This design comes from an exercise in tuning for small area, a short achievable clock period and few clock cycles on the open sky130 flow, not from production work. Only simulation tests tie the RTL to the original design; equivalence was not proved.

== run a ==
==> flow/design.v <==
module ks_add32(
input wire [31:0] i_a,
input wire [31:0] i_b,
input wire i_cin,
output wire [32:0] o_sum
);
wire [31:0] p0 = i_a ^ i_b;
wire [31:0] g0 = i_a & i_b;
wire [31:0] g [0:5];
wire [31:0] p [0:5];
assign g[0] = {g0[31:1], g0[0] | (p0[0] & i_cin)};
assign p[0] = p0;
genvar l, i;
generate
for (l = 0; l < 5; l = l + 1) begin : lvl
    for (i = 0; i < 32; i = i + 1) begin : b
        if (i >= (1 << l)) begin : comb
            assign g[l+1][i] = g[l][i] | (p[l][i] & g[l][i - (1 << l)]);
            assign p[l+1][i] = p[l][i] & p[l][i - (1 << l)];
        end else begin : pass
            assign g[l+1][i] = g[l][i];
            assign p[l+1][i] = p[l][i];
        end
    end
end
endgenerate
assign o_sum = {g[5][31], p0 ^ {g[5][30:0], i_cin}};
endmodule
`timescale 1ns / 1ps
module s_core(
input wire clk ,
input wire rst_n,
output wire[31:0] o_imem_addr,
input wire[31:0] i_imem_data,
output wire[31:0] o_dmem_addr,
output wire[3:0] o_dmem_we,
output wire[31:0] o_dmem_wdata,
input wire[31:0] i_dmem_rdata
);
reg [31:2] pc;           
reg [31:0] ir;           
reg        vx;           
assign o_imem_addr = {pc, 2'b00};
wire [4:0] opc = ir[6:2];
wire [4:0] rd  = ir[11:7];
wire [4:0] rs1 = ir[19:15];
wire [4:0] rs2 = ir[24:20];
wire [2:0] f3  = ir[14:12];
wire is_lui   = opc == 5'b01101;
wire is_auipc = opc == 5'b00101;
wire is_jal   = opc == 5'b11011;
wire is_jalr  = opc == 5'b11001;
wire is_br    = opc == 5'b11000;
wire is_ld    = opc == 5'b00000;
wire is_st    = opc == 5'b01000;
wire is_opi   = opc == 5'b00100;
wire is_op    = opc == 5'b01100;
wire rs1_used = !(is_lui || is_auipc || is_jal);
wire rs2_used = is_op || is_st || is_br;
wire wr_rd    = !(is_st || is_br) && rd != 5'd0;
wire [31:0] imm_i = {{20{ir[31]}}, ir[31:20]};
wire [31:0] imm_s = {{20{ir[31]}}, ir[31:25], ir[11:7]};
wire [31:0] imm_b = {{20{ir[31]}}, ir[7], ir[30:25], ir[11:8], 1'b0};
wire [31:0] imm_u = {ir[31:12], 12'b0};
wire [31:0] imm_j = {{12{ir[31]}}, ir[19:12], ir[20], ir[30:21], 1'b0};
reg [31:0] rf [1:31];
reg [31:1] sel1, sel2;
reg [31:0] rf1, rf2;
integer j;
always @(*) begin
    rf1 = 32'b0;
    rf2 = 32'b0;
    for (j = 1; j < 32; j = j + 1) begin
        rf1 = rf1 | ({32{sel1[j]}} & rf[j]);
        rf2 = rf2 | ({32{sel2[j]}} & rf[j]);
    end
end
reg       m_ldv;         
reg [4:0] m_rd;
reg [2:0] m_f3;
reg [1:0] m_off;
reg       w_ldv;         
reg [4:0] w_rd;
reg [2:0] w_f3;
reg [1:0] w_off;
reg        lb_v;         
reg [4:0]  lb_rd;
reg [31:0] lb_val;
reg [31:0] w_val;
reg [31:0] w_sh;
always @(*) begin
    w_sh = i_dmem_rdata >> {w_off, 3'b000};
    case (w_f3[1:0])
        2'b00:   w_val = {{24{~w_f3[2] & w_sh[7]}}, w_sh[7:0]};
        2'b01:   w_val = {{16{~w_f3[2] & w_sh[15]}}, w_sh[15:0]};
        default: w_val = i_dmem_rdata;
    endcase
end
reg fw1, fw2;
wire [31:0] a = fw1 ? lb_val : rf1;
wire [31:0] b = fw2 ? lb_val : rf2;
wire hz1 = rs1_used && ((m_ldv && m_rd == rs1) || (w_ldv && w_rd == rs1));
wire hz2 = rs2_used && ((m_ldv && m_rd == rs2) || (w_ldv && w_rd == rs2));
wire drain = lb_v && w_ldv;              
wire stall = vx && (hz1 || hz2 || (drain && wr_rd));
wire go    = vx && !stall;               
wire x_we  = go && wr_rd;
wire lb_we = lb_v && !x_we;
wire use_imm = !(is_op || is_br);
wire [31:0] opb = !use_imm ? b : (is_st ? imm_s : imm_i);
wire sub = is_br || ((is_op || is_opi) && (f3 == 3'b010 || f3 == 3'b011)) || (is_op && f3 == 3'b000 && ir[30]);
wire [32:0] sum;
ks_add32 u_add(.i_a(a), .i_b(sub ? ~opb : opb), .i_cin(sub), .o_sum(sum));
wire ltu = ~sum[32];
wire lts = (a[31] ^ opb[31]) ? a[31] : sum[31];
wire eq  = a == b;
wire [4:0] shamt = opb[4:0];
wire shl = ~f3[2];
reg [31:0] a_rev, sh_rev;
wire [31:0] sh_out;
integer k;
always @(*) for (k = 0; k < 32; k = k + 1) begin a_rev[k] = a[31-k]; sh_rev[k] = sh_out[31-k]; end
wire [31:0] sh_in = shl ? a_rev : a;
wire [32:0] sh_ext = {ir[30] & ~shl & a[31], sh_in};
wire [32:0] sh_full = $signed(sh_ext) >>> shamt;
assign sh_out = sh_full[31:0];
wire [31:0] shres = shl ? sh_rev : sh_out;
reg [31:0] alu;
always @(*) begin
    case (f3)
        3'b000: alu = sum[31:0];
        3'b001: alu = shres;
        3'b010: alu = {31'b0, lts};
        3'b011: alu = {31'b0, ltu};
        3'b100: alu = a ^ opb;
        3'b101: alu = shres;
        3'b110: alu = a | opb;
        default: alu = a & opb;
    endcase
end
wire [31:0] immx  = is_br ? imm_b : is_jal ? imm_j : imm_u;
wire [31:0] pcimm = {pc, 2'b00} + (immx - 32'd4);
wire [31:0] res = is_lui ? imm_u :
                  is_auipc ? pcimm :
                  (is_jal || is_jalr) ? {pc, 2'b00} :
                  alu;
reg bcond;
always @(*) begin
    case (f3)
        3'b000: bcond = eq;
        3'b001: bcond = !eq;
        3'b100: bcond = lts;
        3'b101: bcond = !lts;
        3'b110: bcond = ltu;
        default: bcond = !ltu;
    endcase
end
wire taken = go && (is_jal || is_jalr || (is_br && bcond));
wire [31:2] target = is_jalr ? sum[31:2] : pcimm[31:2];
wire [4:0]  wa = x_we ? rd : lb_rd;
wire [31:0] wd = x_we ? res : lb_val;
always @(posedge clk) begin
    if (x_we || lb_we)
        rf[wa] <= wd;
end
always @(posedge clk) begin
    if (!rst_n) begin
        pc <= 30'd0;
        vx <= 1'b0;
    end else if (taken) begin
        pc <= target;
        vx <= 1'b0;
    end else if (!stall) begin
        pc <= pc + 30'd1;
        vx <= 1'b1;
    end
end
integer q;
always @(posedge clk) begin
    if (!stall) begin
        ir  <= i_imem_data;
        for (q = 1; q < 32; q = q + 1) begin
            sel1[q] <= i_imem_data[19:15] == q;
            sel2[q] <= i_imem_data[24:20] == q;
        end
    end
end
reg [29:0] m_addr;
reg [3:0]  m_we;
reg [31:0] m_wdata;
assign o_dmem_addr  = {2'b00, m_addr};
assign o_dmem_we    = m_we;
assign o_dmem_wdata = m_wdata;
always @(posedge clk) begin
    m_addr  <= sum[31:2];
    m_wdata <= f3[1] ? b : f3[0] ? {2{b[15:0]}} : {4{b[7:0]}};
    m_f3    <= f3;
    m_off   <= sum[1:0];
    m_rd    <= rd;
    w_rd    <= m_rd;
    w_f3    <= m_f3;
    w_off   <= m_off;
end
always @(posedge clk) begin
    if (!rst_n) begin
        m_we  <= 4'b0;
        m_ldv <= 1'b0;
        w_ldv <= 1'b0;
    end else begin
        m_we  <= (go && is_st) ? (f3[1] ? 4'b1111 :
                                  f3[0] ? (sum[1] ? 4'b1100 : 4'b0011) :
                                  (4'b0001 << sum[1:0])) : 4'b0000;
        m_ldv <= go && is_ld && rd != 5'd0;
        w_ldv <= m_ldv && !(x_we && rd == m_rd);
    end
end
wire       lb_v_n  = rst_n && ((w_ldv && !(x_we && rd == w_rd)) ||
                               (lb_v && !lb_we && !(x_we && rd == lb_rd)));
wire [4:0] lb_rd_n = w_ldv ? w_rd : lb_rd;
wire [4:0] rs1_n   = stall ? rs1 : i_imem_data[19:15];
wire [4:0] rs2_n   = stall ? rs2 : i_imem_data[24:20];
always @(posedge clk) begin
    lb_v <= lb_v_n;
    fw1  <= lb_v_n && lb_rd_n == rs1_n;
    fw2  <= lb_v_n && lb_rd_n == rs2_n;
end
always @(posedge clk) begin
    if (w_ldv) begin
        lb_val <= w_val;
        lb_rd  <= w_rd;
    end
end
endmodule
clock: 28.0 ns
lec_check: 0
cap_margin: 20
core_margin: 2
core_utilization: 40
cts_cluster_diameter: 80
cts_cluster_size: 20
place_density: 0.6
slew_margin: 20
standard.sh (not shown) runs the stock make flow with config.mk's settings and CLKGATE_MAP_FILE= SYNTH_SCRIPT=/design/flow/synth_recipe.tcl, a recipe that flattens the netlist after the stock synthesis.
==> flow/flow/run.sh <==
#!/bin/bash
# Standard ORFS layout (the standard.sh, unchanged synthesis), with the
# repair_timing steps asked for extra setup margin so the resizer works on the
# critical paths instead of stopping at the (loose) clock constraint, the port
# buffers made plain buffers instead of the delay cell buffer_ports picks, and
# no gate cloning (clones overloaded their drivers once antenna diodes were
# added). The SDC is the standard flow's own, unchanged. ORFS writes each step's log under
# orfs/logs; make's own output goes to flow_make.log.
set -euo pipefail
cd "$(dirname "$0")/.."
MARGIN=$(cat flow/margin.txt)
bash standard.sh SETUP_SLACK_MARGIN=$MARGIN TNS_END_PERCENT=$(cat flow/tns.txt) SKIP_GATE_CLONING=1 \
  "BUFFER_PORTS_ARGS=-buffer_cell sky130_fd_sc_hd__buf_2" finish > flow_make.log 2>&1
==> flow/flow/margin.txt <==
21.2
==> flow/flow/tns.txt <==
10
Run a: PASS, flow complete, no timing, DRC or antenna violations
Testbench counts of run a, summed over its fixed seeds: cycles 88,639.
Inputs modified between run a and run b:
Settings: SLEW_MARGIN now 30, was 20; CAP_MARGIN now 30, was 20.
==> comparison <==
Measured against each other, run b and run a differ in fill cell instance count of the final layout, the higher figure coming from run a. The worst hold slack in run b was lower than what run a gave. On sequential standard cell area, run b and run a are basically level.

-- what the ideal ports hide --
No port has a modelled driver above. Below, the same layouts with a new extraction and two added sets of constraints.
Step 1 assumes that a clkbuf_16 drives the clock port and a buf_2 every other input.
Step 2, shift: input delay + t, output delay - t, t = (earliest + latest rising clock arrival at the registers) / 2. This alone moves slack from input paths to output paths.
a / b / c = no drivers / after step 1 / after step 2; a / b = the first two.
run	t (ns)	slack for setup (ns)	worst setup path after step 2	clock arrival spread, ns	worst data-port slew with drivers (ns)
run a	0.816	20.868 / 20.868 / 20.295	input to register	0.045 / 0.045	0.05
run b	0.827	21.022 / 21.022 / 20.527	input to register	0.039 / 0.039	0.06
After both steps every run listed still meets setup and hold. The setup slack of run a, which loses most, moves by 0.000 ns with the drivers and by -0.573 ns with both steps.
